This is an optimization exercise on Yosys and OpenROAD, whose aim is small area, not a production implementation.
In this exercise RTL edits were held to simulation tests only and were not proved equivalent to the original.
Power figures rest on the tool's default switching activity, not on a simulated workload.

==> design/flow/design.v <==
`timescale 1ns / 1ps
module spi_master #(parameter DATA_WIDTH = 16, parameter ADDRESS_WIDTH = 15)
(
    input   wire                                    clock,
    input   wire                                    reset_n,
    input   wire    [DATA_WIDTH-1:0]                data,
    input   wire    [ADDRESS_WIDTH-1:0]             address,
    input   wire                                    read_write,
    input   wire                                    enable,
    input   wire                                    burst_enable,
    input   wire    [15:0]                          burst_count,
    input   wire    [15:0]                          divider,
    input   wire                                    clock_phase,
    input   wire                                    clock_polarity,
    input   wire                                    master_in_slave_out,
    output  logic                                   serial_clock,
    output  logic   [DATA_WIDTH-1:0]                read_data,
    output  logic                                   busy,
    output  logic                                   slave_select,
    output  reg                                     master_out_slave_in,
    output  reg     [DATA_WIDTH+ADDRESS_WIDTH:0]    read_long_data,
    output  reg                                     read_data_valid,
    output  logic                                   burst_data_ready
);
localparam [2:0] S_IDLE             = 3'b000;
localparam [2:0] S_SET_SS           = 3'b001;
localparam [2:0] S_STOP             = 3'b010;
localparam [2:0] S_TRANSMIT_ADDRESS = 3'b100;
localparam [2:0] S_TRANSMIT_DATA    = 3'b110;
localparam [2:0] S_READ_DATA        = 3'b111;
reg     [2:0]   state;
reg     [1:0]   pc;
reg     [3:0]   bc;
reg     [15:0]  divider_counter;
reg     [15:0]  saved_burst_count;
reg     [15:0]  d_field;             
reg     [31:0]  shift_register;
reg             saved_clock_phase;
reg             saved_clock_polarity;
reg             saved_burst_enable;
reg             later_word;          
logic           tick;
logic           st_idle, st_setss, st_stop, st_addr, st_write, st_read, st_act, st_dr;
logic           pc0, pc1, pc2, pc3, bc0, bc15, end_word;
logic           gt1;
logic           shift_out, shift_in, reload, wrap;
logic           cap_a, cap_b, cap_c;
logic   [3:0]   idx;
logic           out_bit;
logic   [2:0]   next_state;
always_comb begin
    tick     = (divider_counter == divider);
    st_idle  = (state == S_IDLE);
    st_setss = (state == S_SET_SS);
    st_stop  = (state == S_STOP);
    st_addr  = (state == S_TRANSMIT_ADDRESS);
    st_write = (state == S_TRANSMIT_DATA);
    st_read  = (state == S_READ_DATA);
    st_act   = state[2];
    st_dr    = state[2] & state[1];
    pc0      = (pc == 2'd0);
    pc1      = (pc == 2'd1);
    pc2      = (pc == 2'd2);
    pc3      = (pc == 2'd3);
    bc0      = (bc == 4'd0);
    bc15     = (bc == 4'd15);
    end_word = tick & pc3 & bc15;
    gt1      = |saved_burst_count[15:1];
    busy             = !st_idle;
    slave_select     = !(st_act | (st_stop & !pc[1]));
    serial_clock     = (st_act & pc[1]) ^ saved_clock_polarity;
    burst_data_ready = st_write & bc15 & (pc[0] ^ pc[1]) & saved_burst_enable & gt1;
    read_data        = read_long_data[DATA_WIDTH-1:0];
    reload    = tick & pc2 & burst_data_ready;
    shift_out = tick & (saved_clock_phase ? (st_act & pc1) : (pc3 & (st_act | st_setss)));
    shift_in  = tick & (saved_clock_phase ? (pc0 & (st_dr | st_stop | (st_addr & !bc0)))
                                          : (pc2 & st_act));
    wrap  = !saved_clock_phase & bc15 & st_dr;
    idx   = saved_clock_phase ? ~bc : ~(bc + 4'd1);
    if (wrap)
        out_bit = st_write & saved_burst_enable & gt1 & d_field[15];
    else if (st_dr & later_word)
        out_bit = st_write & d_field[idx];
    else
        out_bit = shift_register[31];
    cap_a = tick & st_read & pc1 & bc0 & later_word & saved_burst_enable & saved_clock_phase;
    cap_b = end_word & st_read & saved_burst_enable & !saved_clock_phase;
    cap_c = tick & st_stop & pc1;
    next_state = state;
    case (state)
        S_IDLE:             if (enable) next_state = S_SET_SS;
        S_SET_SS:           if (tick) next_state = S_TRANSMIT_ADDRESS;
        S_TRANSMIT_ADDRESS: if (end_word) next_state = master_out_slave_in ? S_READ_DATA : S_TRANSMIT_DATA;
        S_TRANSMIT_DATA,
        S_READ_DATA:        if (end_word & (!saved_burst_enable | !gt1)) next_state = S_STOP;
        S_STOP:             if (tick & pc3) next_state = S_IDLE;
        default:            next_state = S_IDLE;
    endcase
end
always_ff @(posedge clock or negedge reset_n) begin
    if (!reset_n) begin
        state                   <=  S_IDLE;
        divider_counter         <=  0;
        saved_clock_polarity    <=  0;
        master_out_slave_in     <=  0;
        read_long_data          <=  0;
        read_data_valid         <=  0;
    end
    else begin
        state               <=  next_state;
        divider_counter     <=  tick ? 16'd0 : divider_counter + 16'd1;
        if (st_idle)
            saved_clock_polarity <= clock_polarity;
        if (shift_out)
            master_out_slave_in <= out_bit;
        else if (cap_c)
            master_out_slave_in <= 0;
        if (cap_a | cap_b | cap_c)
            read_long_data  <=  shift_register;
        read_data_valid     <=  cap_a | cap_c | (cap_b & gt1);
    end
end
always_ff @(posedge clock) begin
    if (st_idle) begin
        {bc, pc}            <=  6'd63;
        saved_clock_phase   <=  clock_phase;
        saved_burst_enable  <=  burst_enable;
        saved_burst_count   <=  burst_count;
    end
    else begin
        if (tick)
            {bc, pc}        <=  {bc, pc} + 6'd1;
        if (end_word & st_dr)
            saved_burst_count <= saved_burst_count - 16'd1;
    end
    if (reload)
        d_field             <=  data;
    if (st_idle)
        shift_register      <=  {address, read_write, data};
    else if (shift_in)
        shift_register      <=  {shift_register[30:0], master_in_slave_out};
    later_word              <=  st_dr & (later_word | end_word);
end
endmodule
==> design/flow/run.sh <==
#!/bin/bash
# synth_recipe.tcl (not shown) runs the flow's synth.tcl, then flattens the netlist and writes it again
# the make line also repeats each setting of config.mk as NAME=value (left out here)
make -C /OpenROAD-flow-scripts/flow DESIGN_CONFIG=/design/flow/config.mk WORK_HOME=/design/flow/orfs CLKGATE_MAP_FILE= SYNTH_SCRIPT=/design/flow/synth_recipe.tcl finish
==> design/flow/config.mk <==
export PLATFORM = sky130hd
export DESIGN_NAME = spi_master
export DESIGN_NICKNAME = spi_master
export VERILOG_FILES = /design/flow/design.v
export SDC_FILE = /design/flow/constraint.sdc
export NUM_CORES = 4
export LEC_CHECK = 0
export CAP_MARGIN = 20
export CORE_MARGIN = 2
export CORE_UTILIZATION = 40
export SLEW_MARGIN = 20
==> design/flow/constraint.sdc <==
create_clock -name core_clock -period 8.0 [get_ports {clock}]
set_input_delay 1.6000 -clock core_clock [delete_from_list [all_inputs] [get_ports {clock}]]
set_output_delay 1.6000 -clock core_clock [all_outputs]
set_load 0.01 [all_outputs]
==> results of run 1 <==
cell usage after synthesis (2+ instances only):
| cell | count | area (sq um) |
|---|---|---|
| a21oi_1 | 10 | 50.1 |
| and2_1 | 4 | 25.0 |
| and3_1 | 3 | 18.8 |
| and4_1 | 2 | 17.5 |
| buf_1 | 2 | 7.51 |
| buf_2 | 3 | 15.0 |
| buf_4 | 19 | 143 |
| clkbuf_1 | 18 | 67.6 |
| dfrtp_1 | 54 | 1350 |
| dfxtp_1 | 7 | 140 |
| edfxtp_1 | 66 | 1980 |
| ha_1 | 8 | 100 |
| inv_1 | 12 | 45.0 |
| mux2_1 | 32 | 360 |
| mux2i_1 | 9 | 90.1 |
| mux4_2 | 5 | 113 |
| nand2_1 | 140 | 526 |
| nand3_1 | 15 | 75.1 |
| nand3b_1 | 2 | 15.0 |
| nand4_1 | 9 | 56.3 |
| nor2_1 | 29 | 109 |
| nor2b_1 | 3 | 18.8 |
| nor3_1 | 12 | 60.1 |
| nor4_1 | 5 | 31.3 |
| o211ai_1 | 2 | 15.0 |
| o21ai_0 | 19 | 95.1 |
| o21ai_1 | 5 | 25.0 |
| o31ai_1 | 2 | 15.0 |
| or3_1 | 4 | 25.0 |
| xnor2_1 | 37 | 324 |
| xor2_1 | 12 | 105 |
worst paths after layout:
path / to / start / slack, ps
worst min-delay path: later_word / later_word / 460
worst max register to register: saved_burst_count[2] / state[2] / 4840
worst max-delay path: burst_data_ready / saved_burst_count[6] / 3620
min in group asynchronous: divider_counter[5] / reset_n / 1330
max in group asynchronous: divider_counter[8] / reset_n / 6200
worst min register to register: later_word / later_word / 460
flip-flops by register name, indices dropped and copies added (netlist names):
register,cells
saved_burst_count,16
state,3
pc,2
saved_clock_polarity,1
saved_burst_enable,1
saved_clock_phase,1
read_long_data,32
read_data_valid,1
shift_register,32
later_word,1
master_out_slave_in,1
divider_counter,16
d_field,16
bc,4
worst max-delay path, delay by kind of cell, from the launching register on:
kind / cells / cell delay, ps
buf+inv: 1 / 510
simple gates: 4 / 1070
compound gates: 1 / 340
flops: 1 / 450
metrics by stage:
step	hold slack, ps	setup WS, ps	area, sq um	utilization, %	total power [uW]
after detailed placement	452	3600	7600	49.8	809
after CTS	461	3600	8160	53.5	1550
after floorplan	426	3910	6250	-	753
after global placement	440	3470	7570	49.6	808
after global routing	490	3490	8160	53.5	1590
final	462	3620	8160	53.5	1530
logic make-up after synthesis:
family	Yosys count
AO/OA/AOI/OAI	49
XOR/XNOR	50
adder cells (fa/ha/maj)	8
buffers and inverters	55
flip-flops	127
multiplexers	47
AND/OR/NAND/NOR	235
power by group:
group	leakage [uW]	internal [uW]	switching (uW)
sequential	0.00138	697	15.5
clock	0.000258	457	276
combinational	0.00160	53.4	29.5
total	0.00324	1210	321
area by class of cell:
class	count	share of cell area, %
Multi-Input combinational cell	389	30.7
Clock buffer	22	5.44
Clock inverter	10	1.43
Tap cell	211	3.24
Timing Repair Buffer	131	16.0
Inverter	13	0.598
Sequential cell	127	42.6
layer usage:
layer | vias to the layer above | GRT usage (%)
met5 | - | 0
met4 | 0 | 6.71
met3 | 18 | 5.28
met2 | 109 | 28.4
met1 | 2152 | 22.8
li1 | 2171 | -
==> impl_metrics.env, run 1 <==
export IMPL_num_rows=45
export IMPL_grtUsageTotal_pct=17.7
export IMPL_drcViolationCount=0
export IMPL_hold_path_class="reg -> reg"
export IMPL_dp_hpwl_mm=9.72
export IMPL_rsz0062_at_grt="no"
export IMPL_fillers=1350
export IMPL_dieArea_sq_um=16600
export IMPL_synth_cell_area_sq_um=6250
export IMPL_final_cells=903
export IMPL_netlist_instances=571
export IMPL_criticalPathCategory="reg -> out"
export IMPL_setup_tns_ps=0
export IMPL_grt_pass1_wl_mm=22.7
export IMPL_dieWidth_microns=129
export IMPL_synth_compound_gate_area_share_pct=4.98
export IMPL_ys_ff_latch=127
export IMPL_drive_gt1_share_pct=6.94
export IMPL_timing_fmax_ghz=0.228
export IMPL_synth_nets=650
export IMPL_vias=4450
export IMPL_cts_buffers=17
export IMPL_area_growth_pct=30.6
export IMPL_clock_latency_ps=410
export IMPL_post_cts_resized=0
export IMPL_yosysSeqAreaShare_pct=55.6
export IMPL_finalWeightedCongestion=0.819
export IMPL_p_leak_uw=0.00324
export IMPL_finClkSkew_ps=8.76
export IMPL_cp_slowest_cell="or4_4"
export IMPL_io_pin_count=125
export IMPL_slew_viol_final=0
export IMPL_outcome="complete, no violations"
export IMPL_cp_max_fo=4
export IMPL_final_cell_mix="nand2_1 (140), clkdlybuf4s50_1 (123), edfxtp_1 (66), dfrtp_1 (54), xnor2_1 (37)"
export IMPL_power_density_nw_per_um2=187
export IMPL_met1_length_mm=6.26
export IMPL_grt_max_degree=55
export IMPL_max_slew_margin_pct=50.8
export IMPL_ir_drop_uv=134
export IMPL_min_period_ps=4380
export IMPL_final_hold_violation_count=0
export IMPL_synth_top_family_by_area="simple AND/OR/NAND/NOR gates"
export IMPL_synth_fa_ha_area_share_pct=1.60
export IMPL_finalWirelength_mm=13.8
export IMPL_seq_area_sq_um=3470
export IMPL_cts_max_level=4
export IMPL_wl_met2_mm=6.61
export IMPL_antenna_found_initial=0
export IMPL_min_period_over_period_pct=54.8
export IMPL_cts_sinks=127
export IMPL_core_sq_um=15300
export IMPL_clk_pin_slew_ps=60
export IMPL_synth_simple_area_share_pct=17.0
export IMPL_required_ps=6400
export IMPL_cts_setup_buffers=0
export IMPL_worstPathArrival_ps=2780
export IMPL_ys_async_sr_fraction_pct=42.5
export IMPL_cts_hold_repair_buffers=0
export IMPL_multiInputGateArea_sq_um=2500
export IMPL_final_nets=758
export IMPL_first_global_vias=4581
export IMPL_grt_ovfl_total=0
export IMPL_cts_tree="done"
export IMPL_worst_pin_slew_ps=734
export IMPL_initial_core_util_pct=41.0
export IMPL_yosysWarnings=1
export IMPL_synth_ff_type="edfxtp_1"
export IMPL_setup_viol=0
export IMPL_die_y_microns=129
export IMPL_final_common_cell="nand2_1"
export IMPL_synth_edf_count=66
export IMPL_wl_per_cell_microns=15.3
export IMPL_dp_cells=871
export IMPL_synth_avg_cell_area_sq_um=10.9
export IMPL_antenna_cells=0
export IMPL_cts_buffer_depth=2
export IMPL_dr_wl_met3_microns=769
export IMPL_io_buffers=124
export IMPL_drv_cap=0
export IMPL_cp_start_kind="flip-flop"
export IMPL_crit_path_end_kind="output pin"
export IMPL_final_antenna_net_count=0
export IMPL_root_buffer="clkbuf_16"
export IMPL_drt_initial_drc_count=210
export IMPL_routed_top_layer="met4"
export IMPL_synthMuxAreaShare_pct=9.19
export IMPL_worstPathCellList="or4_4 > nor3_4 > nand2_1 > o41ai_4 > nor3_1 > clkdlybuf4s50_1"
export IMPL_max_stage_delay_ps=580
export IMPL_r2r_cells=6
export IMPL_synth_xor_area_share_pct=7.13
export IMPL_viasPerCell=4.93
export IMPL_dr_pass1_iters=5
export IMPL_whs_path_depth=2
export IMPL_yosysUniqueCellTypes=52
==> run 2: changes to the inputs <==
--- a/design/flow/design.v
+++ b/design/flow/design.v
@@ -33,7 +33,7 @@
 reg     [3:0]   bc;
 reg     [15:0]  divider_counter;
 reg     [15:0]  saved_burst_count;
-reg     [15:0]  d_field;             
+reg             shifted_out;
 reg     [31:0]  shift_register;
 reg             saved_clock_phase;
 reg             saved_clock_polarity;
@@ -45,7 +45,6 @@
 logic           gt1;
 logic           shift_out, shift_in, reload, wrap;
 logic           cap_a, cap_b, cap_c;
-logic   [3:0]   idx;
 logic           out_bit;
 logic   [2:0]   next_state;
 always_comb begin
@@ -76,11 +75,12 @@
     shift_in  = tick & (saved_clock_phase ? (pc0 & (st_dr | st_stop | (st_addr & !bc0)))
                                           : (pc2 & st_act));
     wrap  = !saved_clock_phase & bc15 & st_dr;
-    idx   = saved_clock_phase ? ~bc : ~(bc + 4'd1);
     if (wrap)
-        out_bit = st_write & saved_burst_enable & gt1 & d_field[15];
-    else if (st_dr & later_word)
-        out_bit = st_write & d_field[idx];
+        out_bit = st_write & saved_burst_enable & gt1 & shift_register[31];
+    else if (st_read & later_word)
+        out_bit = 1'b0;
+    else if (st_write & later_word & saved_clock_phase)
+        out_bit = shifted_out;
     else
         out_bit = shift_register[31];
     cap_a = tick & st_read & pc1 & bc0 & later_word & saved_burst_enable & saved_clock_phase;
@@ -133,12 +133,18 @@
         if (end_word & st_dr)
             saved_burst_count <= saved_burst_count - 16'd1;
     end
-    if (reload)
-        d_field             <=  data;
     if (st_idle)
-        shift_register      <=  {address, read_write, data};
+        shift_register[31:16] <=  {address, read_write};
+    else if (reload)
+        shift_register[31:16] <=  data;
     else if (shift_in)
-        shift_register      <=  {shift_register[30:0], master_in_slave_out};
+        shift_register[31:16] <=  shift_register[30:15];
+    if (st_idle)
+        shift_register[15:0]  <=  data;
+    else if (shift_in)
+        shift_register[15:0]  <=  {shift_register[14:0], master_in_slave_out};
+    if (shift_in)
+        shifted_out         <=  shift_register[31];
     later_word              <=  st_dr & (later_word | end_word);
 end
 endmodule
==> design/flow/flow/run.sh (new file) <==
#!/bin/bash
set -euo pipefail
export BUFFER_PORTS_ARGS="-buffer_cell sky130_fd_sc_hd__buf_1"
export CTS_ARGS="-sink_clustering_enable -repair_clock_nets -dont_use_dummy_load -buf_list sky130_fd_sc_hd__clkbuf_8"
bash standard.sh > standard.log 2>&1
==> design/flow/standard.sh (new file) <==
#!/bin/bash
# synth_recipe.tcl (not shown) runs the flow's synth.tcl, then flattens the netlist and writes it again
# the make line also repeats each setting of config.mk as NAME=value (left out here)
make -C /OpenROAD-flow-scripts/flow DESIGN_CONFIG=/design/flow/config.mk WORK_HOME=/design/flow/orfs CLKGATE_MAP_FILE= SYNTH_SCRIPT=/design/flow/synth_recipe.tcl "${@:-finish}"
removed: design/flow/run.sh
==> run 2 against run 1 <==
Maximum frequency grew 6.9%. Largest power group is now registers. Critical endpoint is now shift_register[20]. Clock power shrank 62%. Synthesized area shrank 6.1%. Flip-flop and latch count shrank 15. Routed wire length shrank 3.6%.
==> impl_metrics.env, run 2 <==
export IMPL_outcome="complete, no violations"
export IMPL_r2r_cells=5
export IMPL_synth_ff_type="dfrtp_1"
export IMPL_drcViolationCount=0
export IMPL_synthTopCellsByArea="edfxtp_1 (26%), dfrtp_1 (23%), mux2_1 (5.8%)"
export IMPL_r2r_start="state[2]"
export IMPL_ys_ff_latch=112
export IMPL_fillers=1416
export IMPL_vias=4454
export IMPL_clk_pin_slew_ps=110
export IMPL_synth_most_common_cell="nand2_1"
export IMPL_final_common_cell="buf_1"
export IMPL_area_growth_pct=10.1
export IMPL_final_hold_violation_count=0
export IMPL_grt_pass1_wl_mm=22.0
export IMPL_grtUsageTotal_pct=17.4
export IMPL_synth_edf_count=51
export IMPL_initial_core_util_pct=40.7
export IMPL_final_antenna_net_count=0
export IMPL_ir_drop_uv=146
export IMPL_synth_cell_area_sq_um=5870
export IMPL_cts_tree="done"
export IMPL_viasPerCell=5.35
export IMPL_num_rows=44
export IMPL_ys_async_sr_fraction_pct=48.2
export IMPL_netlist_instances=559
export IMPL_die_y_microns=125
export IMPL_hold_path_class="reg -> reg"
export IMPL_cts_buffer_depth=2
export IMPL_max_slew_margin_pct=43.9
export IMPL_reg2reg_to="shift_register[20]"
export IMPL_whs_path_depth=1
export IMPL_yosysUniqueCellTypes=56
export IMPL_crit_path_end_kind="flip-flop"
export IMPL_power_density_nw_per_um2=249
export IMPL_criticalPathCategory="in -> reg"
export IMPL_cp_max_fo=17
export IMPL_cp_start_kind="input pin"
export IMPL_wl_per_cell_microns=16.0
export IMPL_antenna_cells=0
export IMPL_synth_nets=636
export IMPL_finalWeightedCongestion=0.869
export IMPL_setup_viol=0
export IMPL_place_ws_ps=3500
export IMPL_root_buffer="clkbuf_8"
export IMPL_synth_largest_area_cell="edfxtp_1"
export IMPL_grt_max_degree=70
export IMPL_final_util_pct=44.8
export IMPL_drt_initial_drc_count=442
export IMPL_grt_ovfl_total=0
export IMPL_seq_area_sq_um=3020
export IMPL_drv_cap=0
export IMPL_antenna_found_initial=0
export IMPL_clock_latency_ps=380
export IMPL_slew_viol_final=0
export IMPL_worstPathArrival_ps=4110
export IMPL_cp_endpoint="shift_register[20]"
export IMPL_core_sq_um=14400
export IMPL_timing_fmax_ghz=0.244
export IMPL_setup_tns_ps=0
export IMPL_multiInputGateArea_sq_um=2480
export IMPL_dp_hpwl_mm=9.27
export IMPL_dr_pass1_iters=4
export IMPL_min_period_over_period_pct=51.2
export IMPL_io_pin_count=125
export IMPL_p_leak_uw=0.00271
export IMPL_dieWidth_microns=125
export IMPL_setup_slack_ps=3900
export IMPL_reg_top3="read_long_data x32, shift_register x32"
export IMPL_required_ps=8010
export IMPL_min_period_ps=4100
export IMPL_rsz0062_at_grt="no"
export IMPL_final_nets=727
export IMPL_first_global_vias=4146
export IMPL_cts_hold_repair_buffers=0
export IMPL_io_buffers=124
export IMPL_final_cell_mix="buf_1 (123), nand2_1 (90), dfrtp_1 (54), edfxtp_1 (51), mux2_1 (30)"
export IMPL_finClkSkew_ps=36.3
export IMPL_yosysWarnings=1
export IMPL_synth_top_cell_area_share_pct=26.1
export IMPL_worst_pin_slew_ps=840
export IMPL_reg2reg_slack_ps=4400
export IMPL_cts_max_level=3
export IMPL_yosysSeqAreaShare_pct=51.5
export IMPL_post_cts_resized=0
export IMPL_cts_sinks=112
export IMPL_drive_gt1_share_pct=4.32
export IMPL_cp_startpoint="divider[5]"
export IMPL_finalWirelength_mm=13.3
export IMPL_cts_setup_buffers=0
export IMPL_dieArea_sq_um=15700
export IMPL_netlist_top_cells_count="nand2_1 (90), dfrtp_1 (54), edfxtp_1 (51)"
export IMPL_synth_avg_cell_area_sq_um=10.5
export IMPL_cts_buffers=9
run 2: changes by cell type in the layout (fill, tap and decap cells not counted), moves of 8 or more:
| cell | change |
|---|---|
| a41o_1 | +17 |
| a31oi_1 | +17 |
| xor2_1 | +15 |
| clkbuf_8 | +9 |
| o22a_1 | +16 |
| xnor2_1 | -22 |
| nand2_1 | -50 |
| buf_1 | +123 |
| inv_1 | +12 |
| clkbuf_16 | -17 |
| clkdlybuf4s50_1 | -123 |
| mux2i_1 | -8 |
| edfxtp_1 | -15 |
run 2: cell type report:
cell class / instances / share of cell area, %
inverter: 25 / 1.47
clock buffer: 9 / 1.92
sequential: 112 / 46.8
timing repair buffer: 130 / 7.92
tap: 184 / 3.56
multi-input combinational: 372 / 38.3
run 2: how the worst min path moves through the flow:
stage,startpoint,to,slack (ps)
6_report,shift_register[16],read_long_data[16],480
5_1_grt,shift_register[18],read_long_data[18],520
4_1_cts,shift_register[16],read_long_data[16],480
3_5_place_dp,shift_register[16],read_long_data[16],470
3_3_place_gp,read_long_data[21],read_long_data[21],470
2_1_floorplan,shift_register[10],read_long_data[10],460
run 2: logic make-up (layout without fill, tap and decap cells):
kind of cell	Yosys count	count (layout)	synth area share (%)
xor+xnor	42	42	6.27
mux	33	33	6.31
compound gates	102	102	12.7
flops	112	112	51.5
simple gates	189	189	15.4
fa+ha+maj	6	6	1.28
buf+inv	75	164	6.53
run 2: power breakdown:
group	total [uW]	switching [uW]	internal [uW]
clock network	275	173	102
logic	466	277	188
registers	865	86.5	779
total	1610	537	1070
run 2: critical path, cell delays in order:
cell and delay [ps]:
buf_1 80, xor2_1 160, nor4_2 350, nand4_1 610, a311oi_1 640, or3_1 650
run 2: layer usage:
metal	wire length (microns)	vias to the layer above	global-route usage, %	share of wire, %
met4	195	0	5.10	1.5
met1	6290	2124	25.8	47
met5	0	-	0	0
met2	6000	146	26.2	45
met3	849	13	2.87	6.4
li1	-	2171	-	-
run 2: through the flow:
step / power (uW) / hold WS (ps) / cells / area, sq um
6_report: 1610 / 485 / 832 / 6460
3_5_place_dp: 1340 / 475 / 823 / 6330
3_3_place_gp: 1330 / 475 / 823 / 6330
5_1_grt: 1730 / 519 / 832 / 6460
2_1_floorplan: 1200 / 459 / 559 / 5870
4_1_cts: 1620 / 485 / 832 / 6460
==> run 3: changes to the inputs <==
==> design/flow/flow/run.sh (replaced) <==
#!/bin/bash
# The standard layout (standard.sh), with these changes:
#  - synthesis maps the logic with an area-oriented ABC script (flow/area.abc);
#    flow/my_synth.tcl is synth_recipe.tcl with only the ABC script swapped
#  - the port buffers are the smallest buffer (buf_1) instead of the resizer's pick
#  - clock tree synthesis without dummy loads and with clkbuf_8 clock buffers
set -euo pipefail
HERE=$(pwd)
sed "s#SYNTH_SCRIPT=[^ ]*#SYNTH_SCRIPT=$HERE/flow/my_synth.tcl#" standard.sh > my_standard.sh
export MY_ABC_SCRIPT=$HERE/flow/area.abc
export BUFFER_PORTS_ARGS="-buffer_cell sky130_fd_sc_hd__buf_1"
export CTS_ARGS="-sink_clustering_enable -repair_clock_nets -dont_use_dummy_load -buf_list sky130_fd_sc_hd__clkbuf_8"
bash my_standard.sh > standard.log 2>&1
==> design/flow/flow/area.abc (new file) <==
strash
dch -f
amap
topo
==> design/flow/flow/my_synth.tcl (new file) <==
proc synth {args} { yosys synth -nofsm -noshare {*}$args }
proc abc {args} {
  set i [lsearch -exact $args -script]
  if {$i >= 0} { lset args [expr {$i + 1}] $::env(MY_ABC_SCRIPT) }
  yosys abc {*}$args
}
source $::env(SCRIPTS_DIR)/synth.tcl
# left out here: clear keep_hierarchy, flatten, clean up, hide names made inside functions, write 1_2_yosys.v
==> run 3 against run 2 <==
Sequential share of layout area increased by 3.7 points. Routed wire length decreased by 4.5%. Clock power increased by 2%. Critical path type unchanged. Largest cell class unchanged.
==> impl_metrics.env, run 3 <==
export IMPL_fillers=1305
export IMPL_reg_top3="read_long_data x32, shift_register x32"
export IMPL_required_ps=7990
export IMPL_final_antenna_net_count=0
export IMPL_grt_ovfl_total=0
export IMPL_grt_pass1_wl_mm=20.2
export IMPL_synth_avg_cell_area_sq_um=10.9
export IMPL_yosysSeqAreaShare_pct=57.5
export IMPL_antenna_cells=0
export IMPL_p_leak_uw=0.00208
export IMPL_drive_gt1_share_pct=2.66
export IMPL_max_slew_margin_pct=34.6
export IMPL_setup_slack_ps=2630
export IMPL_final_common_cell="buf_1"
export IMPL_initial_core_util_pct=41.3
export IMPL_synth_most_common_cell="o22a_1"
export IMPL_worstPathArrival_ps=5370
export IMPL_cts_setup_buffers=0
export IMPL_ys_ff_latch=112
export IMPL_post_cts_resized=0
export IMPL_setup_tns_ps=0
export IMPL_setup_viol=0
export IMPL_min_period_ps=5370
export IMPL_num_rows=41
export IMPL_timing_fmax_ghz=0.186
export IMPL_vias=4176
export IMPL_drt_initial_drc_count=185
export IMPL_dp_cells=765
export IMPL_outcome="complete, no violations"
export IMPL_power_density_nw_per_um2=156
export IMPL_rsz0062_at_grt="no"
export IMPL_finalWeightedCongestion=0.853
export IMPL_synth_top_cell_area_share_pct=29.1
export IMPL_worst_pin_slew_ps=981
export IMPL_dp_hpwl_mm=8.64
export IMPL_final_nets=681
export IMPL_die_y_microns=119
export IMPL_dieWidth_microns=119
export IMPL_crit_path_end_kind="flip-flop"
export IMPL_cts_sinks=112
export IMPL_antenna_found_initial=0
export IMPL_cts_buffer_depth=2
export IMPL_cp_start_kind="input pin"
export IMPL_synth_nets=558
export IMPL_viasPerCell=5.40
export IMPL_cts_tree="done"
export IMPL_place_ws_ps=2290
export IMPL_yosysWarnings=1
export IMPL_wl_per_cell_microns=16.4
export IMPL_first_global_vias=4079
export IMPL_drcViolationCount=0
export IMPL_yosysUniqueCellTypes=37
export IMPL_cp_max_fo=19
export IMPL_final_cell_mix="buf_1 (123), o22a_1 (86), dfrtp_1 (54), nor2_1 (51), edfxtp_1 (51)"
export IMPL_root_buffer="clkbuf_8"
export IMPL_grtUsageTotal_pct=18.3
export IMPL_ys_async_sr_fraction_pct=48.2
export IMPL_io_buffers=124
export IMPL_whs_ps=499
export IMPL_clock_latency_ps=390
export IMPL_clk_pin_slew_ps=120
export IMPL_synthTopCellsByArea="edfxtp_1 (29%), dfrtp_1 (26%), o22a_1 (14%)"
export IMPL_slew_viol_final=0
export IMPL_cts_buffers=9
export IMPL_drv_cap=0
export IMPL_synth_cell_area_sq_um=5260
export IMPL_min_period_over_period_pct=67.2
export IMPL_r2r_cells=10
export IMPL_synth_largest_area_cell="edfxtp_1"
export IMPL_criticalPathCategory="in -> reg"
export IMPL_dr_pass1_iters=5
export IMPL_area_growth_pct=13.8
export IMPL_io_pin_count=125
export IMPL_finalWirelength_mm=12.7
export IMPL_final_cells=774
export IMPL_dieArea_sq_um=14100
export IMPL_netlist_top_cells_count="o22a_1 (86), dfrtp_1 (54), nor2_1 (52)"
export IMPL_synth_ff_type="dfrtp_1"
export IMPL_whs_path_depth=0
export IMPL_final_hold_violation_count=0
export IMPL_core_sq_um=12700
export IMPL_grt_max_degree=59
export IMPL_cts_hold_repair_buffers=0
export IMPL_hold_path_class="reg -> reg"
export IMPL_finClkSkew_ps=35.9
export IMPL_cts_max_level=3
export IMPL_synth_edf_count=51
export IMPL_ir_drop_uv=69.8
export IMPL_netlist_instances=481
[run 3: through the flow]
step / utilization (%) / area, sq um / total power, uW
after floorplan: - / 5260 / 639
after global placement: 46.1 / 5860 / 666
after detailed placement: 46.1 / 5860 / 667
after CTS: 47.0 / 5990 / 941
after global routing: 47.0 / 5990 / 969
final: 47.0 / 5990 / 935
[run 3: where the power goes]
part	switching [uW]	total [uW]	internal, uW	leakage, uW
combinational	25.3	43.3	18.0	0.000815
sequential	7.20	611	604	0.00120
clock	178	280	102	0.0000647
[run 3: critical path: stages]
cell,delay (ps)
buf_1,100
clkinv_1,70
o221ai_1,250
a2111oi_0,110
nand4_1,290
clkinv_1,520
nand3_1,810
clkinv_1,740
or3_1,860
[run 3: path summary, 6_finish.rpt]
path                                             from                  to  slack [ps]
worst max-delay path                       divider[3]  shift_register[30]        2630
max in group asynchronous                     reset_n  read_long_data[17]        6180
worst min register to register     shift_register[31]         shifted_out         500
min in group asynchronous                     reset_n  divider_counter[7]        1340
worst min-delay path               shift_register[31]         shifted_out         500
worst max register to register  saved_burst_count[11]  shift_register[30]        3410
[run 3: area by class of cell]
class	count	area, sq um	share of cell area, %
Tap cell	172	215	3.60
Timing Repair Buffer	128	497	8.30
Clock buffer	9	124	2.07
Sequential cell	112	3020	50.5
Multi-Input combinational cell	307	1950	32.7
Inverter	46	173	2.88
[run 3: logic make-up (layout without fill, tap and decap cells)]
family	count (synthesis)	in the layout	synth area share [%]
DFF	112	112	57.5
buffers and inverters	62	183	5.57
adders and majority gates	6	6	1.43
xor gates and xnor gates	4	4	0.666
AOI/OAI and AO/OA	169	169	24.1
and+or+nand+nor	128	128	10.8
[run 3: routing by layer]
metal / wire, microns / vias to the layer above / track usage, %
met2: 5890 / 113 / 29.1
met3: 666 / 13 / 3.86
li1: - / 2053 / -
met1: 5990 / 1997 / 24.5
met5: 0 / - / 0
met4: 178 / 0 / 6.85
==> run 4: changes to the inputs <==
--- a/design/flow/design.v
+++ b/design/flow/design.v
@@ -38,11 +38,12 @@
 reg             saved_clock_phase;
 reg             saved_clock_polarity;
 reg             saved_burst_enable;
+reg             borrow;
 reg             later_word;          
 logic           tick;
 logic           st_idle, st_setss, st_stop, st_addr, st_write, st_read, st_act, st_dr;
 logic           pc0, pc1, pc2, pc3, bc0, bc15, end_word;
-logic           gt1;
+logic           gt1, rotate, borrow_in;
 logic           shift_out, shift_in, reload, wrap;
 logic           cap_a, cap_b, cap_c;
 logic           out_bit;
@@ -65,6 +66,8 @@
     bc15     = (bc == 4'd15);
     end_word = tick & pc3 & bc15;
     gt1      = |saved_burst_count[15:1];
+    rotate   = tick & pc3 & st_act;
+    borrow_in = (st_dr & bc15) | borrow;
     busy             = !st_idle;
     slave_select     = !(st_act | (st_stop & !pc[1]));
     serial_clock     = (st_act & pc[1]) ^ saved_clock_polarity;
@@ -125,14 +128,18 @@
         {bc, pc}            <=  6'd63;
         saved_clock_phase   <=  clock_phase;
         saved_burst_enable  <=  burst_enable;
-        saved_burst_count   <=  burst_count;
+        saved_burst_count   <=  {burst_count[0], burst_count[15:1]};
     end
     else begin
         if (tick)
             {bc, pc}        <=  {bc, pc} + 6'd1;
-        if (end_word & st_dr)
-            saved_burst_count <= saved_burst_count - 16'd1;
+        if (rotate)
+            saved_burst_count <= {saved_burst_count[0] ^ borrow_in, saved_burst_count[15:1]};
     end
+    if (st_idle)
+        borrow              <=  1'b0;
+    else if (rotate)
+        borrow              <=  borrow_in & !saved_burst_count[0];
     if (st_idle)
         shift_register[31:16] <=  {address, read_write};
     else if (reload)
==> run 4 against run 3 <==
Largest cell class unchanged. Largest power group unchanged. Utilization up 1.3 points. Combinational power rose to 10 times the previous value. Critical endpoint is now read_long_data[21]. Synthesized cell count down 8.5%. Die area down 4.5%. Global-route usage up 0.80 points. Final cell count down 4.7%.
==> impl_metrics.env, run 4 <==
export IMPL_antenna_found_initial=0
export IMPL_synth_nets=517
export IMPL_initial_core_util_pct=41.4
export IMPL_root_buffer="clkbuf_8"
export IMPL_final_antenna_net_count=0
export IMPL_synth_top_cell_area_share_pct=30.5
export IMPL_p_leak_uw=0.00214
export IMPL_min_period_over_period_pct=63.9
export IMPL_min_period_ps=5110
export IMPL_finalWeightedCongestion=0.879
export IMPL_cp_slowest_cell="clkinv_1"
export IMPL_drive_gt1_share_pct=4.39
export IMPL_setup_viol=0
export IMPL_cp_start_kind="input pin"
export IMPL_outcome="complete, no violations"
export IMPL_synth_edf_count=51
export IMPL_synth_most_common_cell="o22a_1"
export IMPL_hold_path_class="reg -> reg"
export IMPL_final_cell_mix="buf_1 (123), o22a_1 (63), dfrtp_1 (54), edfxtp_1 (51), nor2_1 (36)"
export IMPL_grt_max_degree=72
export IMPL_netlist_instances=440
export IMPL_ir_drop_uv=202
export IMPL_whs_endpoint="borrow"
export IMPL_fillers=1178
export IMPL_grt_ovfl_total=0
export IMPL_ys_ff_latch=113
export IMPL_dieArea_sq_um=13500
export IMPL_reg2reg_slack_ps=3740
export IMPL_yosysUniqueCellTypes=33
export IMPL_worstPathCellList="buf_1 > nor2_1 > a21oi_1 > o221ai_1 > a2111oi_0 > nand4_1 > or3_1 > nand4b_1 > nand2_1 > buf_4 > clkinv_1 > o22a_1"
export IMPL_max_slew_margin_pct=31.6
export IMPL_drv_cap=0
export IMPL_required_ps=8280
export IMPL_final_common_cell="buf_1"
export IMPL_post_cts_resized=0
export IMPL_cp_max_fo=34
export IMPL_met1_length_mm=5.58
export IMPL_wl_met2_mm=5.64
export IMPL_grtUsageTotal_pct=19.1
export IMPL_cts_sinks=113
export IMPL_clock_latency_ps=420
export IMPL_first_global_vias=4002
export IMPL_whs_path_depth=2
export IMPL_yosysSeqAreaShare_pct=60.7
export IMPL_synth_cell_area_sq_um=5020
export IMPL_synth_avg_cell_area_sq_um=11.4
export IMPL_timing_fmax_ghz=0.196
export IMPL_area_growth_pct=16.7
export IMPL_dr_wl_met3_microns=661
export IMPL_cts_buffer_depth=2
export IMPL_dieWidth_microns=116
export IMPL_setup_tns_ps=0
export IMPL_core_sq_um=12100
export IMPL_cts_max_level=4
export IMPL_ys_async_sr_fraction_pct=47.8
export IMPL_reg2reg_to="read_long_data[21]"
export IMPL_netlist_top_cells_count="o22a_1 (63), dfrtp_1 (54), edfxtp_1 (51)"
export IMPL_cts_hold_repair_buffers=0
export IMPL_slew_viol_final=0
export IMPL_r2r_cells=12
export IMPL_wl_per_cell_microns=16.2
export IMPL_crit_path_end_kind="flip-flop"
export IMPL_power_density_nw_per_um2=287
export IMPL_worstHoldStart="borrow"
export IMPL_vias=3944
export IMPL_worstPathArrival_ps=5390
export IMPL_cts_buffers=17
export IMPL_die_y_microns=116
export IMPL_reg_top3="read_long_data x32, shift_register x32"
export IMPL_max_stage_delay_ps=850
export IMPL_dr_pass1_iters=4
export IMPL_yosysWarnings=1
export IMPL_clk_pin_slew_ps=60
export IMPL_dp_hpwl_mm=8.10
export IMPL_synth_ff_type="dfrtp_1"
export IMPL_synth_largest_area_cell="edfxtp_1"
export IMPL_finClkSkew_ps=29.5
export IMPL_r2r_start="divider_counter[14]"
export IMPL_final_nets=649
export IMPL_viasPerCell=5.34
export IMPL_num_rows=40
export IMPL_criticalPathCategory="in -> reg"
export IMPL_routed_top_layer="met4"
export IMPL_cts_setup_buffers=0
export IMPL_rsz0062_at_grt="no"
export IMPL_io_pin_count=125
export IMPL_worst_pin_slew_ps=1030
export IMPL_drcViolationCount=0
export IMPL_finalWirelength_mm=12.0
export IMPL_cts_tree="done"
export IMPL_io_buffers=124
export IMPL_drt_initial_drc_count=221
export IMPL_final_hold_violation_count=0
export IMPL_grt_pass1_wl_mm=19.6
export IMPL_synthTopCellsByArea="edfxtp_1 (31%), dfrtp_1 (27%), o22a_1 (11%)"
export IMPL_antenna_cells=0
export IMPL_total_power_uw=1680
## run 4: changes by cell type after synthesis, sizes merged, moves of 3 or more
cell	delta
nor3	+7
o22a	-23
nor2	-15
nand2	-3
a21oi	-6
o22ai	+12
xor2	+3
clkinv	-11
o32a	-3
## run 4: power by group
group          switching, uW  internal, uW
clock                    186           186
sequential              73.0           798
combinational            266           172
## run 4: cell families after synthesis
group                    synth area share, %
adder cells (fa/ha/maj)                 1.50
buffers and inverters                   5.01
flip-flops                              60.7
XOR/XNOR                                1.22
AO/OA/AOI/OAI                           21.6
AND/OR/NAND/NOR                         10.0
## run 4: routing by layer
layer / vias to the layer above / track usage (%)
met5: - / 0
met4: 0 / 7.62
met3: 8 / 5.44
met2: 108 / 29.9
met1: 1901 / 25.2
li1: 1927 / -
## run 4: area by class of cell
cell class                      count  area (sq um)  share of cell area (%)
Clock buffer                       17           234                    4.00
Inverter                           35           131                    2.24
Multi-Input combinational cell    276          1730                    29.6
Sequential cell                   113          3040                    52.0
Tap cell                          168           210                    3.59
Timing Repair Buffer              129           504                    8.61
## run 4: worst max-delay path by stage
stage                      from            endpoint  slack (ps)  depth (start not counted)
floorplan              state[0]                busy        2050                          4
global placement    divider[14]   read_long_data[0]        2700                         12
detailed placement  divider[14]  read_long_data[21]        2460                         12
CTS                 divider[14]  read_long_data[21]        2920                         12
global route        divider[14]  read_long_data[16]        2550                         12
finish              divider[14]  read_long_data[21]        2890                         12
## run 4: per-stage QoR
| step | instances | util (%) | cell area [sq um] | hold WS (ps) | worst slack, ps |
|---|---|---|---|---|---|
| floorplan | 440 | - | 5020 | 434 | 2050 |
| global placement | 721 | 46.4 | 5620 | 443 | 2700 |
| detailed placement | 721 | 46.4 | 5620 | 452 | 2460 |
| CTS | 738 | 48.3 | 5860 | 466 | 2920 |
| global route | 738 | 48.3 | 5860 | 486 | 2550 |
| finish | 738 | 48.3 | 5860 | 466 | 2890 |
## run 4: critical path, delay by kind of cell
| family | cells | cell delay, ps |
|---|---|---|
| and+or+nand+nor | 5 | 1410 |
| buffers and inverters | 3 | 1320 |
| AOI/OAI and AO/OA | 4 | 1030 |
==> run 5: changes to the inputs <==
--- a/design/flow/flow/run.sh
+++ b/design/flow/flow/run.sh
@@ -9,5 +9,5 @@
 sed "s#SYNTH_SCRIPT=[^ ]*#SYNTH_SCRIPT=$HERE/flow/my_synth.tcl#" standard.sh > my_standard.sh
 export MY_ABC_SCRIPT=$HERE/flow/area.abc
 export BUFFER_PORTS_ARGS="-buffer_cell sky130_fd_sc_hd__buf_1"
-export CTS_ARGS="-sink_clustering_enable -repair_clock_nets -dont_use_dummy_load -buf_list sky130_fd_sc_hd__clkbuf_8"
+export CTS_ARGS="-sink_clustering_enable -repair_clock_nets -dont_use_dummy_load -buf_list sky130_fd_sc_hd__clkbuf_8 -sink_clustering_size 20 -sink_clustering_max_diameter 100"
 bash my_standard.sh > standard.log 2>&1
==> run 5 against run 4 <==
Critical path type unchanged. Still clean on timing, DRC and antenna. Synthesized area stayed put. Cell area unchanged. Combinational power about the same. Total power stayed put. First-iteration DRC count unchanged. Largest power group unchanged. Final cell count unchanged.
==> impl_metrics.env, run 5 <==
export IMPL_cp_max_fo=34
export IMPL_num_rows=40
export IMPL_synth_largest_area_cell="edfxtp_1"
export IMPL_netlist_top_cells_count="o22a_1 (63), dfrtp_1 (54), edfxtp_1 (51)"
export IMPL_root_buffer="clkbuf_8"
export IMPL_final_common_cell="buf_1"
export IMPL_worstPathArrival_ps=5390
export IMPL_yosysWarnings=1
export IMPL_cts_buffer_depth=2
export IMPL_rsz0062_at_grt="no"
export IMPL_core_sq_um=12100
export IMPL_criticalPathCategory="in -> reg"
export IMPL_area_growth_pct=16.7
export IMPL_cp_start_kind="input pin"
export IMPL_final_nets=649
export IMPL_dieArea_sq_um=13500
export IMPL_post_cts_resized=0
export IMPL_p_leak_uw=0.00214
export IMPL_finalWirelength_mm=12.0
export IMPL_synth_most_common_cell="o22a_1"
export IMPL_antenna_cells=0
export IMPL_yosysSeqAreaShare_pct=60.7
export IMPL_max_stage_delay_ps=850
export IMPL_die_y_microns=116
export IMPL_clock_latency_ps=420
export IMPL_timing_fmax_ghz=0.196
export IMPL_cts_tree="done"
export IMPL_synth_ff_type="dfrtp_1"
export IMPL_drt_initial_drc_count=221
export IMPL_clk_pin_slew_ps=60
export IMPL_setup_slack_ps=2890
export IMPL_min_period_over_period_pct=63.9
export IMPL_met1_length_mm=5.58
export IMPL_io_pin_count=125
export IMPL_cts_hold_repair_buffers=0
export IMPL_ys_ff_latch=113
export IMPL_p_clk_share_pct=22.1
export IMPL_cts_sinks=113
export IMPL_grt_ovfl_total=0
export IMPL_drcViolationCount=0
export IMPL_cp_slowest_cell="clkinv_1"
export IMPL_initial_core_util_pct=41.4
export IMPL_synth_avg_cell_area_sq_um=11.4
export IMPL_dp_cells=721
export IMPL_place_area_sq_um=5620
export IMPL_max_slew_margin_pct=31.6
export IMPL_finalWeightedCongestion=0.879
export IMPL_first_global_vias=4002
export IMPL_synth_top_cell_area_share_pct=30.5
export IMPL_finClkSkew_ps=29.5
export IMPL_dr_wl_met3_microns=661
export IMPL_final_cell_mix="buf_1 (123), o22a_1 (63), dfrtp_1 (54), edfxtp_1 (51), nor2_1 (36)"
export IMPL_io_buffers=124
export IMPL_wl_per_cell_microns=16.2
export IMPL_synthTopCellsByArea="edfxtp_1 (31%), dfrtp_1 (27%), o22a_1 (11%)"
export IMPL_final_antenna_net_count=0
export IMPL_wl_met2_mm=5.64
export IMPL_cts_setup_buffers=0
export IMPL_drv_cap=0
export IMPL_p_switching_uw=526
export IMPL_synth_nets=517
export IMPL_cts_buffers=17
export IMPL_power_density_nw_per_um2=287
export IMPL_final_cells=738
export IMPL_fillers=1178
export IMPL_antenna_found_initial=0
export IMPL_dr_pass1_iters=4
export IMPL_worstPathCellList="buf_1 > nor2_1 > a21oi_1 > o221ai_1 > a2111oi_0 > nand4_1 > or3_1 > nand4b_1 > nand2_1 > buf_4 > clkinv_1 > o22a_1"
export IMPL_grt_max_degree=72
export IMPL_grtUsageTotal_pct=19.1
export IMPL_synth_cell_area_sq_um=5020
export IMPL_dp_hpwl_mm=8.10
export IMPL_setup_viol=0
export IMPL_drive_gt1_share_pct=4.39
export IMPL_vias=3944
export IMPL_dieWidth_microns=116
export IMPL_min_period_ps=5110
export IMPL_synth_edf_count=51
export IMPL_ir_drop_uv=202
export IMPL_setup_tns_ps=0
export IMPL_reg_top3="read_long_data x32, shift_register x32"
export IMPL_slew_viol_final=0
export IMPL_worst_pin_slew_ps=1030
export IMPL_place_ws_ps=2460
export IMPL_grt_pass1_wl_mm=19.6
export IMPL_viasPerCell=5.34
export IMPL_yosysUniqueCellTypes=33
export IMPL_internal_power_uw=1160
export IMPL_p_comb_share_pct=26.1
export IMPL_netlist_instances=440
export IMPL_outcome="complete, no violations"
export IMPL_final_hold_violation_count=0
export IMPL_routed_top_layer="met4"
export IMPL_stdcell_area_sq_um=5860
export IMPL_ys_async_sr_fraction_pct=47.8
export IMPL_cts_max_level=4
export IMPL_whs_ps=466
export IMPL_crit_path_end_kind="flip-flop"
export IMPL_seqPwrFrac_pct=51.8
export IMPL_required_ps=8280
export IMPL_swShare_pct=31.2
export IMPL_hold_path_class="reg -> reg"
-- run 5: layer usage --
layer | global-route usage [%] | up-vias
li1 | - | 1927
met1 | 25.2 | 1901
met2 | 29.9 | 108
met3 | 5.44 | 8
met4 | 7.62 | 0
met5 | 0 | -
-- run 5: metrics by stage --
stage / power, uW / utilization (%)
floorplan: 1170 / -
global placement: 1310 / 46.4
detailed placement: 1330 / 46.4
CTS: 1710 / 48.3
global route: 1800 / 48.3
finish: 1680 / 48.3
-- run 5: critical path: cells and delay by family --
kind / cells / cell delay, ps
and+or+nand+nor: 5 / 1410
buffers and inverters: 3 / 1320
AOI/OAI and AO/OA: 4 / 1030
-- run 5: area by class of cell --
| cell class | count | area, sq um | area share [%] |
|---|---|---|---|
| multi-input combinational | 276 | 1730 | 29.6 |
| inverter | 35 | 131 | 2.24 |
| sequential | 113 | 3040 | 52.0 |
| timing repair buffer | 129 | 504 | 8.61 |
| tap | 168 | 210 | 3.59 |
| clock buffer | 17 | 234 | 4.00 |
-- run 5: cells by family after synthesis --
| kind of cell | share of synthesized area, % |
|---|---|
| flip-flops | 60.7 |
| buffers and inverters | 5.01 |
| AND/OR/NAND/NOR | 10.0 |
| XOR/XNOR | 1.22 |
| AO/OA/AOI/OAI | 21.6 |
| adder cells (fa/ha/maj) | 1.50 |
-- run 5: final timing paths --
| check | start | to | slack [ps] | cells after the start |
|---|---|---|---|---|
| min | borrow | borrow | 470 | 2 |
| min in group asynchronous | reset_n | divider_counter[2] | 1320 | 2 |
| max | divider[14] | read_long_data[21] | 2890 | 12 |
| max in group asynchronous | reset_n | divider_counter[6] | 6200 | 2 |
| max reg2reg | divider_counter[14] | read_long_data[21] | 3740 | 12 |
| min reg2reg | borrow | borrow | 470 | 2 |
-- run 5: power groups by stage --
stage / Combinational [uW] / Sequential (uW) / Clock, uW
global route: 498 / 887 / 410
detailed placement: 446 / 881 / 0
global placement: 436 / 877 / 0
CTS: 448 / 870 / 387
floorplan: 317 / 857 / 0
finish: 439 / 871 / 372
==> run 6: changes to the inputs <==
--- a/design/flow/flow/run.sh
+++ b/design/flow/flow/run.sh
@@ -9,5 +9,5 @@
 sed "s#SYNTH_SCRIPT=[^ ]*#SYNTH_SCRIPT=$HERE/flow/my_synth.tcl#" standard.sh > my_standard.sh
 export MY_ABC_SCRIPT=$HERE/flow/area.abc
 export BUFFER_PORTS_ARGS="-buffer_cell sky130_fd_sc_hd__buf_1"
-export CTS_ARGS="-sink_clustering_enable -repair_clock_nets -dont_use_dummy_load -buf_list sky130_fd_sc_hd__clkbuf_8 -sink_clustering_size 20 -sink_clustering_max_diameter 100"
+export CTS_ARGS="-sink_clustering_enable -repair_clock_nets -dont_use_dummy_load -buf_list sky130_fd_sc_hd__clkbuf_8 -sink_buffer_max_cap_derate 1.0"
 bash my_standard.sh > standard.log 2>&1
==> run 6 against run 5 <==
First-iteration DRC count unchanged. Cell area unchanged. Largest cell class unchanged. Largest power group unchanged. Flip-flop and latch count unchanged. Sequential share of layout area unchanged. Total power unchanged. Highest routed layer unchanged. Critical path type unchanged. Utilization unchanged.
==> impl_metrics.env, run 6 <==
export IMPL_synth_avg_cell_area_sq_um=11.4
export IMPL_synth_compound_gate_area_share_pct=21.6
export IMPL_worstHoldStart="borrow"
export IMPL_drv_cap=0
export IMPL_ys_ff_latch=113
export IMPL_antenna_found_initial=0
export IMPL_synth_xor_area_share_pct=1.22
export IMPL_required_ps=8280
export IMPL_synth_nets=517
export IMPL_synth_most_common_cell="o22a_1"
export IMPL_drt_initial_drc_count=221
export IMPL_dr_pass1_iters=4
export IMPL_netlist_top_cells_count="o22a_1 (63), dfrtp_1 (54), edfxtp_1 (51)"
export IMPL_reg2reg_to="read_long_data[21]"
export IMPL_clock_latency_ps=420
export IMPL_clk_pin_slew_ps=60
export IMPL_cts_hold_repair_buffers=0
export IMPL_die_y_microns=116
export IMPL_dp_hpwl_mm=8.10
export IMPL_synthMuxAreaShare_pct=0
export IMPL_cts_buffer_depth=2
export IMPL_finalWirelength_mm=12.0
export IMPL_setup_tns_ps=0
export IMPL_post_cts_resized=0
export IMPL_worst_pin_slew_ps=1030
export IMPL_vias=3944
export IMPL_place_area_sq_um=5620
export IMPL_cp_start_kind="input pin"
export IMPL_netlist_instances=440
export IMPL_hold_path_class="reg -> reg"
export IMPL_grt_pass1_wl_mm=19.6
export IMPL_final_cell_mix="buf_1 (123), o22a_1 (63), dfrtp_1 (54), edfxtp_1 (51), nor2_1 (36)"
export IMPL_drive_gt1_share_pct=4.39
export IMPL_reg_top3="read_long_data x32, shift_register x32"
export IMPL_synth_simple_area_share_pct=10.0
export IMPL_synth_ff_type="dfrtp_1"
export IMPL_cp_num_buf_inv=3
export IMPL_max_stage_delay_ps=850
export IMPL_num_rows=40
export IMPL_cts_sinks=113
export IMPL_outcome="complete, no violations"
export IMPL_io_buffers=124
export IMPL_drcViolationCount=0
export IMPL_ys_async_sr_fraction_pct=47.8
export IMPL_dieWidth_microns=116
export IMPL_yosysWarnings=1
export IMPL_whs_endpoint="borrow"
export IMPL_cts_max_level=4
export IMPL_power_density_nw_per_um2=287
export IMPL_final_common_cell="buf_1"
export IMPL_synth_top_cell_area_share_pct=30.5
export IMPL_timing_fmax_ghz=0.196
export IMPL_grt_max_degree=72
export IMPL_synth_largest_area_cell="edfxtp_1"
export IMPL_synth_cell_area_sq_um=5020
export IMPL_area_growth_pct=16.7
export IMPL_final_hold_violation_count=0
export IMPL_grt_ovfl_total=0
export IMPL_grtUsageTotal_pct=19.1
export IMPL_setup_viol=0
export IMPL_final_cells=738
export IMPL_antenna_cells=0
export IMPL_crit_path_end_kind="flip-flop"
export IMPL_yosysSeqAreaShare_pct=60.7
export IMPL_min_period_over_period_pct=63.9
export IMPL_finalWeightedCongestion=0.879
export IMPL_total_power_uw=1680
export IMPL_cts_buffers=17
export IMPL_final_antenna_net_count=0
export IMPL_stdcell_area_sq_um=5860
export IMPL_synthTopCellsByArea="edfxtp_1 (31%), dfrtp_1 (27%), o22a_1 (11%)"
export IMPL_finClkSkew_ps=29.5
export IMPL_whs_ps=466
export IMPL_ir_drop_uv=202
export IMPL_worstPathArrival_ps=5390
export IMPL_slew_viol_final=0
export IMPL_wl_per_cell_microns=16.2
export IMPL_criticalPathCategory="in -> reg"
export IMPL_rsz0062_at_grt="no"
export IMPL_first_global_vias=4002
export IMPL_synth_edf_count=51
export IMPL_initial_core_util_pct=41.4
export IMPL_dieArea_sq_um=13500
export IMPL_worstPathCellList="buf_1 > nor2_1 > a21oi_1 > o221ai_1 > a2111oi_0 > nand4_1 > or3_1 > nand4b_1 > nand2_1 > buf_4 > clkinv_1 > o22a_1"
export IMPL_cp_slowest_cell="clkinv_1"
export IMPL_yosysUniqueCellTypes=33
export IMPL_r2r_cells=12
export IMPL_cts_setup_buffers=0
export IMPL_p_leak_uw=0.00214
export IMPL_min_period_ps=5110
export IMPL_core_sq_um=12100
export IMPL_cp_max_fo=34
export IMPL_dp_cells=721
export IMPL_synth_top_family_by_area="compound AO/OA/AOI/OAI gates"
export IMPL_root_buffer="clkbuf_8"
export IMPL_crit_family="simple AND/OR/NAND/NOR gates"
export IMPL_viasPerCell=5.34
export IMPL_max_slew_margin_pct=31.6
export IMPL_io_pin_count=125
export IMPL_whs_path_depth=2
export IMPL_reg2reg_slack_ps=3740
export IMPL_r2r_start="divider_counter[14]"
export IMPL_final_nets=649
export IMPL_cts_tree="done"
export IMPL_synth_fa_ha_area_share_pct=1.50
-- run 6: stage by stage --
stage          utilization [%]  setup WS [ps]
6_report                  48.3           2890
5_1_grt                   48.3           2550
4_1_cts                   48.3           2920
3_5_place_dp              46.4           2460
3_3_place_gp              46.4           2700
2_1_floorplan                -           2050
-- run 6: how the worst max path moves through the flow --
stage | from | to | slack (ps) | cells past startpoint
after floorplan | state[0] | busy | 2050 | 4
after global placement | divider[14] | read_long_data[0] | 2700 | 12
after detailed placement | divider[14] | read_long_data[21] | 2460 | 12
after CTS | divider[14] | read_long_data[21] | 2920 | 12
after global routing | divider[14] | read_long_data[16] | 2550 | 12
final | divider[14] | read_long_data[21] | 2890 | 12
-- run 6: final cells by class --
cell class / count / area (sq um)
Clock buffer: 17 / 234
Multi-Input combinational cell: 276 / 1730
Inverter: 35 / 131
Sequential cell: 113 / 3040
Tap cell: 168 / 210
Fill cell: 1178 / 6260
Timing Repair Buffer: 129 / 504
-- run 6: cells by family after synthesis --
kind of cell | after synthesis
simple gates | 112
buf+inv | 51
compound gates | 151
flops | 113
fa+ha+maj | 6
xor+xnor | 7
-- run 6: report_power, final --
group / internal, uW / switching (uW)
logic: 172 / 266
registers: 798 / 73.0
clock network: 186 / 186
total: 1160 / 525
-- run 6: worst min-delay path: cells and delay by family (launching register included) --
kind                   cells  cell delay (ps)
buffers and inverters      1               40
flip-flops                 1              300
AO/OA/AOI/OAI              1               70
-- run 6: per-layer routing --
metal	up-vias	routed length (microns)	GRT usage, %
li1	1927	-	-
met1	1901	5580	25.2
met2	108	5640	29.9
met3	8	661	5.44
met4	0	109	7.62
met5	-	0	0
==> run 7: changes to the inputs <==
--- a/design/flow/design.v
+++ b/design/flow/design.v
@@ -25,9 +25,11 @@
 localparam [2:0] S_IDLE             = 3'b000;
 localparam [2:0] S_SET_SS           = 3'b001;
 localparam [2:0] S_STOP             = 3'b010;
-localparam [2:0] S_TRANSMIT_ADDRESS = 3'b100;
-localparam [2:0] S_TRANSMIT_DATA    = 3'b110;
-localparam [2:0] S_READ_DATA        = 3'b111;
+localparam [2:0] S_TRANSMIT_ADDRESS = 3'b011;
+localparam [2:0] S_TRANSMIT_DATA    = 3'b100;
+localparam [2:0] S_TRANSMIT_DATA_L  = 3'b101;
+localparam [2:0] S_READ_DATA        = 3'b110;
+localparam [2:0] S_READ_DATA_L      = 3'b111;
 reg     [2:0]   state;
 reg     [1:0]   pc;
 reg     [3:0]   bc;
@@ -39,8 +41,7 @@
 reg             saved_clock_polarity;
 reg             saved_burst_enable;
 reg             borrow;
-reg             later_word;          
-logic           tick;
+logic           tick, later_word;
 logic           st_idle, st_setss, st_stop, st_addr, st_write, st_read, st_act, st_dr;
 logic           pc0, pc1, pc2, pc3, bc0, bc15, end_word;
 logic           gt1, rotate, borrow_in;
@@ -54,10 +55,11 @@
     st_setss = (state == S_SET_SS);
     st_stop  = (state == S_STOP);
     st_addr  = (state == S_TRANSMIT_ADDRESS);
-    st_write = (state == S_TRANSMIT_DATA);
-    st_read  = (state == S_READ_DATA);
-    st_act   = state[2];
-    st_dr    = state[2] & state[1];
+    st_write = state[2] & !state[1];
+    st_read  = state[2] & state[1];
+    st_act   = state[2] | (state[1] & state[0]);
+    st_dr    = state[2];
+    later_word = state[2] & state[0];    
     pc0      = (pc == 2'd0);
     pc1      = (pc == 2'd1);
     pc2      = (pc == 2'd2);
@@ -95,7 +97,9 @@
         S_SET_SS:           if (tick) next_state = S_TRANSMIT_ADDRESS;
         S_TRANSMIT_ADDRESS: if (end_word) next_state = master_out_slave_in ? S_READ_DATA : S_TRANSMIT_DATA;
         S_TRANSMIT_DATA,
-        S_READ_DATA:        if (end_word & (!saved_burst_enable | !gt1)) next_state = S_STOP;
+        S_TRANSMIT_DATA_L,
+        S_READ_DATA,
+        S_READ_DATA_L:      if (end_word) next_state = (!saved_burst_enable | !gt1) ? S_STOP : {state[2:1], 1'b1};
         S_STOP:             if (tick & pc3) next_state = S_IDLE;
         default:            next_state = S_IDLE;
     endcase
@@ -152,6 +156,5 @@
         shift_register[15:0]  <=  {shift_register[14:0], master_in_slave_out};
     if (shift_in)
         shifted_out         <=  shift_register[31];
-    later_word              <=  st_dr & (later_word | end_word);
 end
 endmodule
--- a/design/flow/flow/run.sh
+++ b/design/flow/flow/run.sh
@@ -9,5 +9,5 @@
 sed "s#SYNTH_SCRIPT=[^ ]*#SYNTH_SCRIPT=$HERE/flow/my_synth.tcl#" standard.sh > my_standard.sh
 export MY_ABC_SCRIPT=$HERE/flow/area.abc
 export BUFFER_PORTS_ARGS="-buffer_cell sky130_fd_sc_hd__buf_1"
-export CTS_ARGS="-sink_clustering_enable -repair_clock_nets -dont_use_dummy_load -buf_list sky130_fd_sc_hd__clkbuf_8 -sink_buffer_max_cap_derate 1.0"
+export CTS_ARGS="-sink_clustering_enable -repair_clock_nets -dont_use_dummy_load -buf_list sky130_fd_sc_hd__clkbuf_8"
 bash my_standard.sh > standard.log 2>&1
--- a/design/flow/config.mk
+++ b/design/flow/config.mk
@@ -5,7 +5,7 @@
 export SDC_FILE = /design/flow/constraint.sdc
 export NUM_CORES = 4
 export LEC_CHECK = 0
-export CAP_MARGIN = 20
+export CAP_MARGIN = 0
 export CORE_MARGIN = 2
 export CORE_UTILIZATION = 40
-export SLEW_MARGIN = 20
+export SLEW_MARGIN = 0
==> run 7 against run 6 <==
Hold slack better by 29 ps. Largest power group unchanged. Cell area down 2.8%. Clock power down 27%. Count of clock-buffer cells in the layout fell by 8. Critical path type unchanged. Die area fell by 0.79%. Synthesized area fell by 0.82%. Worst setup slack lost 130 ps.
==> impl_metrics.env, run 7 <==
export IMPL_required_ps=8010
export IMPL_place_area_sq_um=5570
export IMPL_final_common_cell="buf_1"
export IMPL_finalWeightedCongestion=0.799
export IMPL_worstPathArrival_ps=5250
export IMPL_io_buffers=124
export IMPL_swShare_pct=21.6
export IMPL_min_period_ps=5240
export IMPL_yosysUniqueCellTypes=35
export IMPL_synth_avg_cell_area_sq_um=11.4
export IMPL_synthTopCellsByArea="edfxtp_1 (31%), dfrtp_1 (27%), o22a_1 (11%)"
export IMPL_reg_top3="read_long_data x32, shift_register x32"
export IMPL_p_leak_uw=0.00202
export IMPL_synth_ff_type="dfrtp_1"
export IMPL_outcome="complete, no violations"
export IMPL_p_comb_share_pct=4.5
export IMPL_drcViolationCount=0
export IMPL_synth_cell_area_sq_um=4970
export IMPL_internal_power_uw=724
export IMPL_max_slew_margin_pct=37.9
export IMPL_cts_hold_repair_buffers=0
export IMPL_antenna_cells=0
export IMPL_dieArea_sq_um=13300
export IMPL_die_y_microns=116
export IMPL_io_pin_count=125
export IMPL_worst_pin_slew_ps=926
export IMPL_whs_path_depth=2
export IMPL_first_global_vias=3739
export IMPL_viasPerCell=5.31
export IMPL_clock_latency_ps=370
export IMPL_p_switching_uw=200
export IMPL_final_nets=636
export IMPL_netlist_instances=435
export IMPL_netlist_top_cells_count="o22a_1 (63), dfrtp_1 (54), edfxtp_1 (51)"
export IMPL_min_period_over_period_pct=65.5
export IMPL_setup_tns_ps=0
export IMPL_core_sq_um=12100
export IMPL_ir_drop_uv=82.5
export IMPL_ys_async_sr_fraction_pct=48.2
export IMPL_area_growth_pct=14.4
export IMPL_p_clk_share_pct=29.4
export IMPL_seqPwrFrac_pct=66.0
export IMPL_hold_path_class="reg -> reg"
export IMPL_finClkSkew_ps=32.4
export IMPL_yosysWarnings=1
export IMPL_ys_ff_latch=112
export IMPL_setup_viol=0
export IMPL_vias=3851
export IMPL_root_buffer="clkbuf_8"
export IMPL_rsz0062_at_grt="no"
export IMPL_dr_pass1_iters=8
export IMPL_dp_hpwl_mm=8.05
export IMPL_r2r_cells=10
export IMPL_cp_start_kind="input pin"
export IMPL_criticalPathCategory="in -> reg"
export IMPL_drv_cap=0
export IMPL_stdcell_area_sq_um=5690
export IMPL_cp_max_fo=21
export IMPL_num_rows=40
export IMPL_timing_fmax_ghz=0.191
export IMPL_crit_path_end_kind="flip-flop"
export IMPL_cts_setup_buffers=0
export IMPL_slew_viol_final=0
export IMPL_grt_pass1_wl_mm=19.0
export IMPL_final_cell_mix="buf_1 (123), o22a_1 (63), dfrtp_1 (54), edfxtp_1 (51), nand2_1 (39)"
export IMPL_reg2reg_slack_ps=3670
export IMPL_finalWirelength_mm=11.6
export IMPL_dieWidth_microns=116
export IMPL_initial_core_util_pct=41.2
export IMPL_cts_tree="done"
export IMPL_yosysSeqAreaShare_pct=60.8
export IMPL_antenna_found_initial=0
export IMPL_grt_ovfl_total=0
export IMPL_cts_buffer_depth=2
export IMPL_grtUsageTotal_pct=18.2
export IMPL_post_cts_resized=0
export IMPL_cts_buffers=9
export IMPL_final_hold_violation_count=0
export IMPL_wl_per_cell_microns=16.0
export IMPL_drt_initial_drc_count=240
export IMPL_synth_most_common_cell="o22a_1"
export IMPL_total_power_uw=924
export IMPL_synth_edf_count=51
export IMPL_power_density_nw_per_um2=162
export IMPL_synth_top_cell_area_share_pct=30.8
export IMPL_synth_largest_area_cell="edfxtp_1"
export IMPL_clk_pin_slew_ps=100
export IMPL_final_antenna_net_count=0
export IMPL_drive_gt1_share_pct=2.87
export IMPL_cts_sinks=112
export IMPL_synth_nets=512
export IMPL_cts_max_level=3
export IMPL_grt_max_degree=55
[run 7: worst paths after layout]
check	end	start
max	shift_register[21]	divider[15]
min	borrow	borrow
max reg2reg	shift_register[21]	divider_counter[14]
min reg2reg	borrow	borrow
max in group asynchronous	divider_counter[9]	reset_n
min in group asynchronous	read_long_data[9]	reset_n
[run 7: worst max-delay path, stage by stage]
cell and delay (ps):
buf_1 100, clkinv_1 60, o221ai_1 190, a2111oi_0 80
nand4_1 360, clkinv_1 620, nand3_1 780, clkinv_1 650
or3_1 800
[run 7: cell families (layout without fill, tap and decap cells)]
family | after synthesis | in the layout | share of synthesized area, %
AO/OA/AOI/OAI | 149 | 149 | 21.7
flip-flops | 112 | 112 | 60.8
AND/OR/NAND/NOR | 111 | 111 | 9.86
buffers and inverters | 50 | 172 | 4.98
XOR/XNOR | 7 | 7 | 1.23
adder cells (fa/ha/maj) | 6 | 6 | 1.51
[run 7: layout make-up]
| cell class | count | area (sq um) |
|---|---|---|
| Clock buffer | 9 | 124 |
| Multi-Input combinational cell | 273 | 1700 |
| Tap cell | 168 | 210 |
| Sequential cell | 112 | 3020 |
| Fill cell | 1186 | 6370 |
| Inverter | 34 | 128 |
| Timing Repair Buffer | 129 | 504 |
[run 7: power groups by stage]
stage	Combinational (uW)	Sequential [uW]	Clock [uW]
finish	41.8	610	272
global route	47.2	611	305
CTS	42.8	610	283
detailed placement	42.6	622	0
global placement	42.4	622	0
floorplan	17.4	621	0
[run 7: through the flow]
step                worst slack, ps  utilization [%]  hold slack [ps]  instances
global route                   2380             47.2              521        725
floorplan                      3240                -              435        435
detailed placement             2370             46.2              455        716
finish                         2760             47.2              495        725
global placement               2580             46.2              455        716
CTS                            2770             47.2              501        725
[run 7: per-layer routing]
metal  share of wire (%)  up-vias  track usage, %
met5                   0        -               0
met4                0.96        0            5.14
met3                 5.8       10            3.56
met2                  45      117            27.8
met1                  48     1835            26.8
li1                    -     1889               -

-- separate check: timing with driven ports --
In the flow no input, the clock included, has a driving cell. The finished layouts below were timed again as built, in two steps.
Step 1: set_driving_cell puts a clkbuf_16 on clock and a buf_2 on each other input, an assumption about the parent block.
Step 2 also shifts input and output timing later by t, the mid clock arrival at the registers, as if the neighbouring blocks saw the same clock.
Three values: ideal, step 1, step 2; two values: the first two.
run	t, ns	slack for setup (ns)	clock arrival spread, ns	worst register clock-pin slew, ns	worst slew at a driven data input, ns
run 1	0.449	3.618 / 3.579 / 3.618	0.009 / 0.008	0.06 / 0.06	0.06
run 2	0.398	3.900 / 3.916 / 3.518	0.036 / 0.037	0.11 / 0.11	0.05
run 3	0.409	2.626 / 2.638 / 2.229	0.035 / 0.036	0.12 / 0.12	0.05
run 4	0.440	2.889 / 2.898 / 2.458	0.029 / 0.029	0.07 / 0.07	0.05
run 5	0.440	2.889 / 2.898 / 2.458	0.029 / 0.029	0.07 / 0.07	0.05
run 6	0.440	2.889 / 2.898 / 2.458	0.029 / 0.029	0.07 / 0.07	0.05
run 7	0.386	2.761 / 2.765 / 2.379	0.033 / 0.033	0.10 / 0.10	0.05
After both steps setup and hold are still met in every run listed.
